This is an optimization exercise on Yosys and OpenROAD, whose aim is small area and few clock cycles, not a production implementation.
RTL that was checked went through simulation tests only; none was proved equivalent to the original.
Power figures rest on the tool's default switching activity, not on a simulated workload.

==> v30: inputs <==
## cv32e41s_incore
module cv32e41s_incore 
#(
  parameter                             LIB                                     = 0,
  parameter logic RV32                                    = RV32I,
  parameter logic [1:0] B_EXT                                   = B_NONE,
  parameter logic [1:0] M_EXT                                   = M,
  parameter bit                         DEBUG                                   = 1,
  parameter logic [31:0]                DM_REGION_START                         = 32'hF0000000,
  parameter logic [31:0]                DM_REGION_END                           = 32'hF0003FFF,
  parameter int                         DBG_NUM_TRIGGERS                        = 1,
  parameter int                         PMA_NUM_REGIONS                         = 0,
  parameter logic [PMA_NUM_REGIONS*68-1:0]                   PMA_CFG            = '0,
  parameter bit                         CLIC                                    = 0,
  parameter int unsigned                CLIC_ID_WIDTH                           = 5,
  parameter int unsigned                CLIC_INTTHRESHBITS                      = 8,
  parameter int unsigned                PMP_GRANULARITY                         = 0,
  parameter int                         PMP_NUM_REGIONS                         = 0,
  parameter logic [PMP_NUM_REGIONS*8-1:0]                   PMP_PMPNCFG_RV     = '0,
  ...
export LEC_CHECK = 0
export CAP_MARGIN = 35
export CORE_MARGIN = 2
export CORE_UTILIZATION = 40
export SLEW_MARGIN = 35
create_clock -name core_clock -period 20.0 [get_ports {clk_i}]
run.sh (not shown) runs the stock make flow with config.mk's settings and CLKGATE_MAP_FILE= SYNTH_SCRIPT=/design/flow/synth_recipe.tcl, a recipe that flattens the netlist after the stock synthesis.
==> v4 (differences from v30) <==
--- a/flow/design.v
+++ b/flow/design.v
@@ -736,11 +736,11 @@
 parameter SECURE = 1;
 parameter REGFILE_NUM_WRITE_PORTS = 1;
 parameter REGFILE_ADDR_WIDTH = 5;
 parameter REGFILE_DATA_WIDTH = 32;
 parameter REGFILE_ECC_WIDTH = 6;
-parameter REGFILE_WORD_WIDTH = (SECURE) ? REGFILE_DATA_WIDTH + REGFILE_ECC_WIDTH : REGFILE_DATA_WIDTH;
+parameter REGFILE_WORD_WIDTH = REGFILE_DATA_WIDTH;
 typedef logic [REGFILE_ADDR_WIDTH-1:0] rf_addr_t;
 typedef logic [REGFILE_DATA_WIDTH-1:0] rf_data_t;
 typedef enum logic[1:0] {
                          SEL_REGFILE = 2'b00,
                          SEL_FW_EX   = 2'b01,
@@ -2662,14 +2662,10 @@
                 instr_o.bus_resp.rdata = {7'b0, instr[6:2], instr[11:7], 3'b001, instr[11:7], OPCODE_OPIMM};
                 illegal_instr_o = 1'b1;
               end else begin
                 if ((instr[6:2] == 5'b0) || (instr[11:7] == 5'b0)) begin
                   instr_o.bus_resp.rdata = {7'b0, instr[6:2], instr[11:7], 3'b001, instr[11:7], OPCODE_OPIMM};
-                  if (|instr[6:2] && xsecure_ctrl_i.cpuctrl.rndhint) begin
-                    hint_o = 1'b1;
-                    instr_o.bus_resp.rdata = hint_replacement_i;
-                  end
                 end else begin
                   instr_o.bus_resp.rdata = {7'b0, instr[6:2], instr[11:7], 3'b001, instr[11:7], OPCODE_OPIMM};
                 end
               end
             end
@@ -5738,54 +5734,15 @@
         .wr_data_i      ( cpuctrl_n             ),
         .wr_en_i        ( cpuctrl_we            ),
         .rd_data_o      ( cpuctrl_q             ),
         .rd_error_o     ( cpuctrl_rd_error      )
       );
-      cv32e41s_lfsr
-      #(
-        .LFSR_CFG     (LFSR0_CFG)
-      )
-      lfsr0_i
-      (
-        .clk            ( clk                   ),
-        .rst_n          ( rst_n                 ),
-        .seed_i         ( csr_wdata_int         ),       
-        .seed_we_i      ( secureseed0_we        ),
-        .shift_i        ( lfsr_shift_if_i       ),
-        .data_o         ( xsecure_ctrl_o.lfsr0  ),
-        .lockup_o       ( lfsr_lockup[0]        )
-      );
-      cv32e41s_lfsr
-      #(
-        .LFSR_CFG     (LFSR1_CFG)
-      )
-      lfsr1_i
-      (
-        .clk            ( clk                   ),
-        .rst_n          ( rst_n                 ),
-        .seed_i         ( csr_wdata_int         ),       
-        .seed_we_i      ( secureseed1_we        ),
-        .shift_i        ( lfsr_shift_id_i       ),
-        .data_o         ( xsecure_ctrl_o.lfsr1  ),
-        .lockup_o       ( lfsr_lockup[1]        )
-      );
-      cv32e41s_lfsr
-      #(
-        .LFSR_CFG     (LFSR2_CFG)
-      )
-      lfsr2_i
-      (
-        .clk            ( clk                   ),
-        .rst_n          ( rst_n                 ),
-        .seed_i         ( csr_wdata_int         ),       
-        .seed_we_i      ( secureseed2_we        ),
-        .shift_i        ( lfsr_shift_id_i       ),
-        .data_o         ( xsecure_ctrl_o.lfsr2  ),
-        .lockup_o       ( lfsr_lockup[2]        )
-      );
+      assign xsecure_ctrl_o.lfsr0 = '0;
+      assign xsecure_ctrl_o.lfsr1 = '0;
+      assign xsecure_ctrl_o.lfsr2 = '0;
       assign xsecure_ctrl_o.cpuctrl = cpuctrl_t'(cpuctrl_q);
-      assign lfsr_lockup_o = |lfsr_lockup;
+      assign lfsr_lockup_o = 1'b0;
       assign xsecure_ctrl_o.cntrst = cpuctrl_we || secureseed0_we;
     end  
     else begin : no_xsecure
       assign xsecure_ctrl_o.cpuctrl = cpuctrl_t'('0);
       assign xsecure_ctrl_o.lfsr0   = '0;
@@ -8900,40 +8857,11 @@
     .protocol_err_o       ( protocol_err_obi ),    
     .xsecure_ctrl_i       ( xsecure_ctrl_i   ),
     .c_obi_instr_if_ma_i  ( c_obi_instr_if_ma_i      ),  
     .c_obi_instr_if_ma_o  ( c_obi_instr_if_ma_o      )   
   );
-  cv32e41s_pc_check
-  pc_check_i
-  (
-    .clk                  ( clk                  ),
-    .rst_n                ( rst_n                ),
-    .xsecure_ctrl_i       ( xsecure_ctrl_i       ),
-    .if_valid_i           ( if_valid_o           ),
-    .id_ready_i           ( id_ready_i           ),
-    .id_valid_i           ( id_valid_i           ),
-    .ex_ready_i           ( ex_ready_i           ),
-    .ex_valid_i           ( ex_valid_i           ),
-    .wb_ready_i           ( wb_ready_i           ),
-    .pc_if_i              ( pc_if_o              ),
-    .ctrl_fsm_i           ( ctrl_fsm_i           ),
-    .if_id_pipe_i         ( if_id_pipe_o         ),
-    .id_ex_pipe_i         ( id_ex_pipe_i         ),
-    .jump_target_id_i     ( jump_target_id_i     ),
-    .branch_target_ex_i   ( branch_target_ex_i   ),
-    .branch_decision_ex_i ( branch_decision_ex_i ),
-    .last_sec_op_id_i     ( last_sec_op_id_i     ),
-    .last_op_ex_i         ( id_ex_pipe_i.last_op ),
-    .prefetch_is_ptr_i    ( ptr_in_if_o          ),
-    .mepc_i               ( mepc_i               ),
-    .mtvec_addr_i         ( mtvec_addr_i         ),
-    .dpc_i                ( dpc_i                ),
-    .boot_addr_i          ( boot_addr_i          ),
-    .dm_halt_addr_i       ( dm_halt_addr_i       ),
-    .dm_exception_addr_i  ( dm_exception_addr_i  ),
-    .pc_err_o             ( pc_err_o             )
-  );
+  assign pc_err_o = 1'b0;
   logic test1 = !ctrl_fsm_i.kill_if;
   logic test2 = !ctrl_fsm_i.halt_if;
   assign instr_valid = (prefetch_valid || dummy_insert) && !ctrl_fsm_i.kill_if && !ctrl_fsm_i.halt_if;
   assign if_ready = ctrl_fsm_i.kill_if || (seq_ready && predec_ready && !ctrl_fsm_i.halt_if);
   assign if_valid_o = instr_valid;
@@ -9431,11 +9359,11 @@
     .B_EXT               ( B_EXT                    ),
     .PMA_NUM_REGIONS     ( PMA_NUM_REGIONS          ),
     .PMA_CFG             ( PMA_CFG                  ),
     .PMP_GRANULARITY     ( PMP_GRANULARITY           ),
     .PMP_NUM_REGIONS     ( PMP_NUM_REGIONS           ),
-    .DUMMY_INSTRUCTIONS  ( SECURE                    ),
+    .DUMMY_INSTRUCTIONS  ( 1'b0                      ),
     .MTVT_ADDR_WIDTH     ( MTVT_ADDR_WIDTH          ),
     .CLIC                ( CLIC                     ),
     .CLIC_ID_WIDTH       ( CLIC_ID_WIDTH            ),
     .ZC_EXT              ( ZC_EXT                   ),
     .M_EXT               ( M_EXT                    ),
@@ -10576,26 +10504,13 @@
        .trans_o        ( buffer_trans        ),
        .resp_valid_i   ( bus_resp_valid      ),
        .resp_i         ( bus_resp            ),
        .protocol_err_o ( filter_protocol_err )
      );
-  cv32e41s_write_buffer
-  #(
-    .PMA_NUM_REGIONS    ( PMA_NUM_REGIONS    ),
-    .PMA_CFG            ( PMA_CFG            )
-  )
-  write_buffer_i
-  (
-    .clk                ( clk                ),
-    .rst_n              ( rst_n              ),
-    .valid_i            ( buffer_trans_valid ),
-    .ready_o            ( buffer_trans_ready ),
-    .trans_i            ( buffer_trans       ),
-    .valid_o            ( bus_trans_valid    ),
-    .ready_i            ( bus_trans_ready    ),
-    .trans_o            ( bus_trans          )
-  );
+  assign bus_trans_valid    = buffer_trans_valid;
+  assign buffer_trans_ready = bus_trans_ready;
+  assign bus_trans          = buffer_trans;
   cv32e41s_data_obi_interface
   #(
       .MAX_OUTSTANDING (DEPTH)
   )
   data_obi_i
@@ -12299,30 +12214,32 @@
     output logic [REGFILE_NUM_READ_PORTS-1:0] [REGFILE_WORD_WIDTH-1:0] rdata_o ,
     input                                 rf_addr_t [REGFILE_NUM_WRITE_PORTS-1:0] waddr_i ,
     input logic [REGFILE_NUM_WRITE_PORTS-1:0] [REGFILE_WORD_WIDTH-1:0] wdata_i ,
     input logic [REGFILE_NUM_WRITE_PORTS-1:0] we_i 
    );
-  localparam logic [REGFILE_WORD_WIDTH-1:0] RF_REG_RV = (SECURE) ? {6'b10_1010, 32'h0} : 32'h0;
+  localparam logic [REGFILE_WORD_WIDTH-1:0] RF_REG_RV = 32'h0;
   localparam REGFILE_NUM_WORDS = (RV32 == RV32I) ? 32 : 16;
   localparam REGFILE_IMPL_ADDR_WIDTH = $clog2(REGFILE_NUM_WORDS);
   logic [REGFILE_NUM_WORDS-1:0] [REGFILE_WORD_WIDTH-1:0] mem       ;
   logic [REGFILE_NUM_WORDS-1:0] [REGFILE_WORD_WIDTH-1:0] mem_gated ;
+  logic [REGFILE_NUM_WORDS-1:0] [REGFILE_WORD_WIDTH-1:0] mem_q     ;
+  logic [REGFILE_NUM_WORDS-1:0]                          written_q ;
   logic [REGFILE_NUM_WRITE_PORTS-1:0] [REGFILE_NUM_WORDS-1:0] we_dec;
   generate
     if (SECURE) begin
-      assign mem_gated[0] = (dummy_instr_id_i || hint_instr_id_i) ? mem[0] : RF_REG_RV;
+      assign mem_gated[0] = RF_REG_RV;
       for (genvar addr=1; addr < REGFILE_NUM_WORDS; addr++) begin
         assign mem_gated[addr] = mem[addr];
       end
     end else begin
       assign mem_gated = mem;
     end
   endgenerate
   genvar ridx;
   generate
     for (ridx=0; ridx<REGFILE_NUM_READ_PORTS; ridx++) begin : gen_regfile_rdata
-      assign rdata_o[ridx] = mem_gated[raddr_i[ridx][REGFILE_IMPL_ADDR_WIDTH-1:0]];
+      assign rdata_o[ridx] = written_q[raddr_i[ridx][REGFILE_IMPL_ADDR_WIDTH-1:0]] ? mem_q[raddr_i[ridx][REGFILE_IMPL_ADDR_WIDTH-1:0]] : RF_REG_RV;
     end
   endgenerate
   genvar reg_index, port_index;
   generate
     for (reg_index=0; reg_index<REGFILE_NUM_WORDS; reg_index++) begin : gen_we_decoder
@@ -12331,45 +12248,27 @@
       end  
     end  
   endgenerate
   genvar i;
   generate
-    if (SECURE) begin
-      always_ff @(posedge clk or negedge rst_n) begin
-        if(~rst_n) begin
-          mem[0] <= RF_REG_RV;
-        end else begin
-          if (dummy_instr_wb_i || hint_instr_wb_i) begin
-            for(int j=0; j<REGFILE_NUM_WRITE_PORTS; j++) begin : dummy_rf_write_ports
-              if(we_dec[j][0] == 1'b1) begin
-                mem[0] <= wdata_i[j];
-              end
-            end
-          end
-        end
-      end
-    end else begin  
-      always_ff @(posedge clk or negedge rst_n) begin
-        if(~rst_n) begin
-          mem[0] <= RF_REG_RV;
-        end else begin
-          mem[0] <= RF_REG_RV;
-        end
-      end
-    end
+    assign mem[0] = RF_REG_RV;
+    assign mem_q[0] = RF_REG_RV;
+    assign written_q[0] = 1'b0;
     for (i = 1; i < REGFILE_NUM_WORDS; i++)
     begin : gen_rf
-      always_ff @(posedge clk, negedge rst_n)
+      always_ff @(posedge clk)
       begin : register_write_behavioral
-        if (rst_n==1'b0) begin
-          mem[i] <= RF_REG_RV;
-        end else begin
-          for(int j=0; j<REGFILE_NUM_WRITE_PORTS; j++) begin : rf_write_ports
-            if(we_dec[j][i] == 1'b1) begin
-              mem[i] <= wdata_i[j];
-            end
-          end
+        if (we_dec[0][i] == 1'b1) begin
+          mem_q[i] <= wdata_i[0];
+        end
+      end
+      always_ff @(posedge clk, negedge rst_n)
+      begin : register_written
+        if (rst_n == 1'b0) begin
+          written_q[i] <= 1'b0;
+        end else if (we_dec[0][i] == 1'b1) begin
+          written_q[i] <= 1'b1;
         end
       end
     end
   endgenerate
 endmodule
@@ -12456,32 +12355,12 @@
        .we_i               ( we_i               )
        );
   generate for (genvar i = 0; i < REGFILE_NUM_READ_PORTS; i++)
     assign rdata_o[i] = rf_data_t'(rf_rdata[i][REGFILE_DATA_WIDTH-1:0]);
   endgenerate
-  generate
-    if (SECURE) begin
-      cv32e41s_register_file_ecc
-        #(
-          .REGFILE_NUM_READ_PORTS ( REGFILE_NUM_READ_PORTS )
-          )
-        register_file_ecc
-        (
-         .clk             ( clk                ),
-         .rst_n           ( rst_n              ),
-         .raddr_i         ( raddr_i            ),
-         .rdata_i         ( rf_rdata           ),
-         .waddr_i         ( waddr_i            ),
-         .wdata_i         ( wdata_i            ),
-         .rf_wdata_o      ( rf_wdata           ),
-         .ecc_err_o       ( ecc_err_o          )
-         );
-    end else begin  
-      assign ecc_err_o = 1'b0;
-      assign rf_wdata  = wdata_i;
-    end
-  endgenerate
+  assign ecc_err_o = 1'b0;
+  assign rf_wdata  = wdata_i;
 endmodule
 module cv32e41s_sequencer 
  #(
    parameter logic RV32 = RV32I
  )
CAP_MARGIN = 10   (was 35)
CORE_UTILIZATION = 45   (was 40)
SLEW_MARGIN = 10   (was 35)
==> qor summary <==
	v30	v4
Fraction of met2 tracks used by global routing	58.5%	60.9%
Synthesized area per cell	8.91 um^2	9.64 um^2
Count of clock-net buffers in the final layout	497	405
First-pass GRT wire length	1600000 um	1250000 um
Slew HR	16.8%	-0.312%
Portion of netlist area occupied by mux cells	13.6%	13.5%
Worst hold path startpoint	id_stage_i.id_ex_pipe_o[13]$_DFFE_PN0P_	if_stage_i.instruction_obi_i.obi_a_req_q[1]$_DFFE_PN1P_
Flop2flop setup slack	8.07 ns	7.46 ns
Total power	33700 uW	14400 uW
Hold Path Sink	ex_stage_i.ex_wb_pipe_o[23]$_DFFE_PN0P_	if_stage_i.instruction_obi_i.obi_a_req_q[1]$_DFFE_PN1P_
Initial antenna violation count	166	102
Crit share post-route	80.1%	78.3%
Detailed placement HPWL	879000 um	684000 um
Status	no timing/DRC/antenna violations	failed layout checks
Violated checks	-	capacitance limit, slew limit
Number of buffers added on ports	499	496
Effective utilization at floorplan	40.2%	45.2%
Post-placement cell area	0.230 mm^2	0.197 mm^2
Reg power frac	22.8%	39.5%
Std cell rows	269	235
Tap cell count	7181	5451
Antenna Diode Count	120	59
P_comb	19200 uW	2850 uW
Testbench counts of v30, summed over its fixed seeds: cycles 1,166,485.
For v4, only the layout was checked, not whether the RTL still works.

[re-timing with driven ports]
Ports are ideal in the flow. The routed layouts listed here were re-timed in OpenROAD.
Step 1, drivers: a clkbuf_16 drives clk_i and a buf_2 each remaining input, both assumed.
Step 2 adds t to the input delays and takes it off the output delays; t is the mean of the earliest and latest rising clock arrival at the registers after step 1. Input paths then give back, and output paths get back, about the clock's delay inside the block.
Three values: no drivers, after step 1, after step 2; two values: the first two.
run | t, ns | setup slack, ns | worst hold slack (ns) | worst setup path after step 2 | worst slew at a driven data input, ns
v30 | 1.156 | 3.981 / 3.858 / 4.547 | 0.427 / 0.427 / 0.427 | input to output | 0.20
v4 | 1.062 | 4.340 / 4.204 / 4.204 | 0.467 / 0.467 / 0.467 | input to output | 0.19
The setup slack of v4, which loses most, moves by -0.136 ns with the drivers and by -0.136 ns with both steps.
